This design comes from an exercise in tuning for small area and few clock cycles per item on the open sky130 flow, not from production work.
In this exercise RTL edits were held to simulation tests only and were not proved equivalent to the original.
The clock port is modelled as an ideal driver; clocking choices that lean on that would not hold on a real chip.
No activity file was given, so power comes from the tool's default toggle rates.

## nickel
## demofull
module demofull #(
	parameter integer C_S_AXI_ID_WIDTH	= 12,
	parameter integer C_S_AXI_DATA_WIDTH	= 32,
	parameter integer C_S_AXI_ADDR_WIDTH	= 32,
	localparam	AW = C_S_AXI_ADDR_WIDTH,
	localparam	DW = C_S_AXI_DATA_WIDTH,
	localparam	IW = C_S_AXI_ID_WIDTH,
	localparam	LSB = $clog2(C_S_AXI_DATA_WIDTH)-3,
	parameter [0:0]	OPT_NARROW_BURST = 1
	) (
		output	reg					o_we,
		output	reg	[C_S_AXI_ADDR_WIDTH-LSB-1:0]	o_waddr,
		output	reg	[C_S_AXI_DATA_WIDTH-1:0]	o_wdata,
		output	reg	[C_S_AXI_DATA_WIDTH/8-1:0]	o_wstrb,
		output	reg					o_rd,
		output	reg	[C_S_AXI_ADDR_WIDTH-LSB-1:0]	o_raddr,
		input	wire	[C_S_AXI_DATA_WIDTH-1:0]	i_rdata,
		input wire  S_AXI_ACLK,
		input wire  S_AXI_ARESETN,
		input wire [C_S_AXI_ID_WIDTH-1 : 0] S_AXI_AWID,
		input wire [C_S_AXI_ADDR_WIDTH-1 : 0] S_AXI_AWADDR,
		input wire [7 : 0] S_AXI_AWLEN,
		input wire [2 : 0] S_AXI_AWSIZE,
		input wire [1 : 0] S_AXI_AWBURST,
		input wire  S_AXI_AWLOCK,
		input wire [3 : 0] S_AXI_AWCACHE,
		input wire [2 : 0] S_AXI_AWPROT,
		input wire [3 : 0] S_AXI_AWQOS,
		input wire  S_AXI_AWVALID,
		output wire  S_AXI_AWREADY,
		input wire [C_S_AXI_DATA_WIDTH-1 : 0] S_AXI_WDATA,
		input wire [(C_S_AXI_DATA_WIDTH/8)-1 : 0] S_AXI_WSTRB,
		input wire  S_AXI_WLAST,
		input wire  S_AXI_WVALID,
		output wire  S_AXI_WREADY,
		output wire [C_S_AXI_ID_WIDTH-1 : 0] S_AXI_BID,
		output wire [1 : 0] S_AXI_BRESP,
		output wire  S_AXI_BVALID,
		input wire  S_AXI_BREADY,
		input wire [C_S_AXI_ID_WIDTH-1 : 0] S_AXI_ARID,
		input wire [C_S_AXI_ADDR_WIDTH-1 : 0] S_AXI_ARADDR,
		input wire [7 : 0] S_AXI_ARLEN,
		input wire [2 : 0] S_AXI_ARSIZE,
		input wire [1 : 0] S_AXI_ARBURST,
		input wire  S_AXI_ARLOCK,
		input wire [3 : 0] S_AXI_ARCACHE,
		input wire [2 : 0] S_AXI_ARPROT,
  ...
For scale: roughly 410 cells after synthesis, ~85 flip-flops, ~380 I/O pins, ~0.0041 mm² of cells after synthesis.
export LEC_CHECK = 0
export CAP_MARGIN = 10
export CORE_AREA = 4 4 136 136
export CTS_BUF_LIST = sky130_fd_sc_hd__clkbuf_8
export DIE_AREA = 0 0 140 140
export GPL_TIMING_DRIVEN = 0
export SLEW_MARGIN = 10
create_clock -name core_clock -period 4.0 [get_ports {S_AXI_ACLK}]
standard.sh (not shown) runs the stock make flow with config.mk's settings and CLKGATE_MAP_FILE= SYNTH_SCRIPT=/design/flow/synth_recipe.tcl, a recipe that flattens the netlist after the stock synthesis.
==> flow/flow/run.sh <==
#!/bin/bash
# Layout: the standard flow (standard.sh), with
# - synthesis by flow/synth.tcl: the standard flow's synthesis with an area-oriented ABC
#   script (flow/area.abc) for the logic between the registers;
# - the smallest buffer cell (buf_1) as the port buffer of every input and
#   output port, in place of the cell buffer_ports picks by itself;
# - a clock tree of clkbuf_8 buffers without dummy loads;
# - cells sized down where timing allows after CTS (flow/post_cts.tcl).
# standard.log holds the output of every tool; ORFS's own logs are under
# orfs/logs.
set -euo pipefail
export BUFFER_PORTS_ARGS="-buffer_cell sky130_fd_sc_hd__buf_1"
export CTS_ARGS="-sink_clustering_enable -repair_clock_nets -buf_list sky130_fd_sc_hd__clkbuf_8 -dont_use_dummy_load"
export POST_CTS_TCL="$PWD/flow/post_cts.tcl"
export REMOVE_ABC_BUFFERS=1
export AREA_ABC_SCRIPT="$PWD/flow/area.abc"
sed "s|SYNTH_SCRIPT=[^ ]*|SYNTH_SCRIPT=$PWD/flow/synth.tcl|" standard.sh > flow_standard.sh
grep -q "SYNTH_SCRIPT=$PWD/flow/synth.tcl" flow_standard.sh
bash flow_standard.sh > standard.log 2>&1
==> flow/flow/area.abc <==
strash
dc2
dch -f
amap -m -F 4 -A 8
topo
==> flow/flow/post_cts.tcl <==
# After clock tree synthesis: size cells down where the timing slack allows
# (OpenROAD's power recovery), then legalise the placement again.
estimate_parasitics -placement
repair_timing -recover_power 100 -verbose
detailed_placement
check_placement -verbose
==> flow/flow/synth.tcl <==
# The standard flow's synthesis script (synth_recipe.tcl) with one change: Yosys's abc
# step, which maps the logic between the registers to library cells, runs
# flow/area.abc, an area-oriented ABC script, in place of ORFS's
# abc_speed.script.  Everything else (the registers, their names and cells)
# stays as the standard synthesis makes it.
proc synth {args} { yosys synth -nofsm -noshare {*}$args }
proc abc {args} {
  set i [lsearch -exact $args -script]
  if { $i >= 0 } {
    lset args [expr { $i + 1 }] $::env(AREA_ABC_SCRIPT)
  }
  yosys abc {*}$args
}
source $::env(SCRIPTS_DIR)/synth.tcl
# left out here: clear keep_hierarchy, flatten, clean up, hide names made inside functions, write 1_2_yosys.v
nickel closes out successfully: all stages finished, all timing, DRC and antenna checks passed.
Testbench counts of nickel, summed over its fixed seeds: cycles 15,969, beats 22,951.
Relative to nickel, the following input files were edited for ember:
- CORE_UTILIZATION newly set to 40
- CORE_AREA removed (was 4 4 136 136)
- CAP_MARGIN changed from 10 to 20
- DIE_AREA removed (was 0 0 140 140)
- CORE_MARGIN newly set to 2
- GPL_TIMING_DRIVEN removed (was 0)
- SLEW_MARGIN changed from 10 to 20
--- a/flow/flow/run.sh
+++ b/flow/flow/run.sh
@@ -8,4 +8,2 @@
 # - cells sized down where timing allows after CTS (flow/post_cts.tcl).
-# standard.log holds the output of every tool; ORFS's own logs are under
-# orfs/logs.
 set -euo pipefail
@@ -14,3 +12,2 @@
 export POST_CTS_TCL="$PWD/flow/post_cts.tcl"
-export REMOVE_ABC_BUFFERS=1
 export AREA_ABC_SCRIPT="$PWD/flow/area.abc"
[summary]
- Count of flip-flops with a built-in enable after synthesis: ember vs nickel identical
- FAIL ember @ 3_2_place_iop: tool exited with error
- From ember to nickel, synthesized area did not move at all.
- Relative to nickel, the floorplan die height measured on ember has decreased by more than 10%.
- ember against nickel: die width fell by about 24%, standard-cell row count fell by 23%, count of mapped cells out of synthesis stayed essentially flat.
- Starting utilization of the core area for ember: 17 points up relative to nickel
> inputs changed (ember -> raven)
- SLEW_MARGIN: 20 -> 0
- CORE_AREA: unset -> 4 4 136 136
- CORE_MARGIN: 2 -> unset
- GPL_TIMING_DRIVEN: unset -> 0
- DIE_AREA: unset -> 0 0 140 140
- CORE_UTILIZATION: 40 -> unset
- CAP_MARGIN: 20 -> 0
--- a/flow/flow/run.sh
+++ b/flow/flow/run.sh
@@ -12,2 +12,3 @@
 export POST_CTS_TCL="$PWD/flow/post_cts.tcl"
+export REMOVE_ABC_BUFFERS=1
 export AREA_ABC_SCRIPT="$PWD/flow/area.abc"
==> summary.txt <==
raven: full flow OK, the timing, DRC and antenna checks passed. Re post-synthesis adder-cell area fraction: no difference whatsoever between raven and ember. Synthesized area came out exactly the same in ember and raven. Number of enable flip-flop cells after synthesis: raven vs ember, no meaningful difference. raven -> ember: post-synthesis share of cell area spent on and, or, nand and nor gates delta 0, exact match. Looking at height of the die, raven sits 34 µm above ember. Across both runs, number of cell rows was higher for raven than for ember. Relative to ember, die extent in x increased by about 32% in raven. Lower initial core utilization among ember and raven: raven. Average cell area after synthesis across ember and raven: no real change.
The following lists how xenon was set up differently from raven:
- CAP_MARGIN: 0 -> 10
- SLEW_MARGIN: 0 -> 10
--- a/flow/flow/run.sh
+++ b/flow/flow/run.sh
@@ -8,5 +8,7 @@
 # - cells sized down where timing allows after CTS (flow/post_cts.tcl).
+# standard.log holds the output of every tool; ORFS's own logs are under
+# orfs/logs.
 set -euo pipefail
 export BUFFER_PORTS_ARGS="-buffer_cell sky130_fd_sc_hd__buf_1"
-export CTS_ARGS="-sink_clustering_enable -repair_clock_nets -buf_list sky130_fd_sc_hd__clkbuf_8 -dont_use_dummy_load"
+export CTS_ARGS="-sink_clustering_enable -repair_clock_nets -buf_list sky130_fd_sc_hd__clkbuf_16 -sink_clustering_size 25 -sink_clustering_max_diameter 250 -sink_clustering_levels 1 -dont_use_dummy_load"
 export POST_CTS_TCL="$PWD/flow/post_cts.tcl"
Summary of xenon over raven: endpoint required time on the critical path fell by 1.02 ns, proportion of power drawn by the clock network went up by 6.4 points, largest net degree at the start of global routing now larger. xenon against raven: total non-filler cell area in the finished layout increased by 96 µm² relative to the old numbers; peak clock frequency supported by timing increased by about 7% relative to the old numbers; synthesis-to-finish area growth increased by 2.3 points relative to the old numbers; logic depth of the worst path, buffers included decreased by 2 relative to the old numbers. From raven to xenon, final antenna diode count did not move at all.
[inputs] fjord vs xenon
- a change of SLEW_MARGIN from 10 to 20
- a deleted GPL_TIMING_DRIVEN that had been 0
- a change of CAP_MARGIN from 10 to 20
--- a/flow/flow/run.sh
+++ b/flow/flow/run.sh
@@ -8,9 +8,6 @@
 # - cells sized down where timing allows after CTS (flow/post_cts.tcl).
-# standard.log holds the output of every tool; ORFS's own logs are under
-# orfs/logs.
 set -euo pipefail
 export BUFFER_PORTS_ARGS="-buffer_cell sky130_fd_sc_hd__buf_1"
-export CTS_ARGS="-sink_clustering_enable -repair_clock_nets -buf_list sky130_fd_sc_hd__clkbuf_16 -sink_clustering_size 25 -sink_clustering_max_diameter 250 -sink_clustering_levels 1 -dont_use_dummy_load"
+export CTS_ARGS="-sink_clustering_enable -repair_clock_nets -buf_list sky130_fd_sc_hd__clkbuf_8 -dont_use_dummy_load"
 export POST_CTS_TCL="$PWD/flow/post_cts.tcl"
-export REMOVE_ABC_BUFFERS=1
 export AREA_ABC_SCRIPT="$PWD/flow/area.abc"
Count of nets after finishing for fjord: 0.99% up relative to xenon. fjord against xenon: routed wire length now sits lower; average via count per standard cell fell by 0.21; average wire per cell in the routed design fell about 50%; routing usage on met2 shrank by 21 points; number of filler instances in the final layout rose 0.94%. fjord vs. xenon: core utilization went down by 0.31 points. Summary of fjord over xenon: global-route usage fell 11 points; minimum clock period fell 0.11 ns. Against xenon, fjord comes in 0.11 ns higher on slack of the critical path. Summary — non-clock buffer count, fjord relative to xenon: higher, by about 4%.
The inputs of onyx differ from those of fjord as listed below.
- GPL_TIMING_DRIVEN newly set to 0
--- a/flow/flow/run.sh
+++ b/flow/flow/run.sh
@@ -12,2 +12,3 @@
 export POST_CTS_TCL="$PWD/flow/post_cts.tcl"
+export REMOVE_ABC_BUFFERS=1
 export AREA_ABC_SCRIPT="$PWD/flow/area.abc"
- onyx went all the way through synthesis, placement and routing and the layout is clean on timing, DRC and antenna.
- Looking at the reports, fjord completed the entire flow and the layout it produced met the timing, DRC and antenna checks.
- Sort fjord and onyx by fraction of met3 tracks used by global routing asc -> top: fjord
- Any difference in count of filler cells inserted in the layout between onyx and fjord is small enough to ignore.
- fjord has lower part of the cycle the worst path needs than onyx.
- Between onyx and fjord, the max-slew headroom at the worst pin does not differ in any meaningful way.
- Compared to fjord, onyx has worst stage delay on the critical path 0.06 ns higher.
- Comparing fjord and onyx, relative area change from synthesis to final layout is higher on fjord.
- The capture point of the critical path comes out o_waddr[0] in one run and S_AXI_ARREADY in the other, namely in fjord and onyx respectively.

## what the ideal ports hide
In the flow no input, the clock included, has a driving cell. The finished layouts below were timed again as built, in two steps. Step 1: set_driving_cell puts a clkbuf_16 on S_AXI_ACLK and a buf_2 on each other input, an assumption about the parent block. Step 2 moves the port delays by t, midway between the first and last clock arrival at a register: inputs arrive t later, outputs are due t later. That takes back most of the time a late clock gives input paths. a / b / c = ideal ports / drivers / drivers and shift; a / b = the first two.
run | t (ns) | setup slack, ns | worst register clock-pin slew, ns | worst data-port slew with drivers (ns)
nickel | 0.397 | 0.673 / 0.630 / 0.546 | 0.10 / 0.10 | 0.26
raven | 0.399 | 0.445 / 0.433 / 0.034 | 0.10 / 0.10 | 0.27
xenon | 0.380 | 0.674 / 0.630 / 0.553 | 0.07 / 0.07 | 0.26
fjord | 0.388 | 0.788 / 0.758 / 0.565 | 0.09 / 0.09 | 0.12
onyx | 0.397 | 0.664 / 0.620 / 0.533 | 0.10 / 0.10 | 0.26
After both steps setup and hold are still met in every run listed. For raven, which loses most, drivers alone change the setup slack by -0.012 ns; drivers and shift together by -0.411 ns.
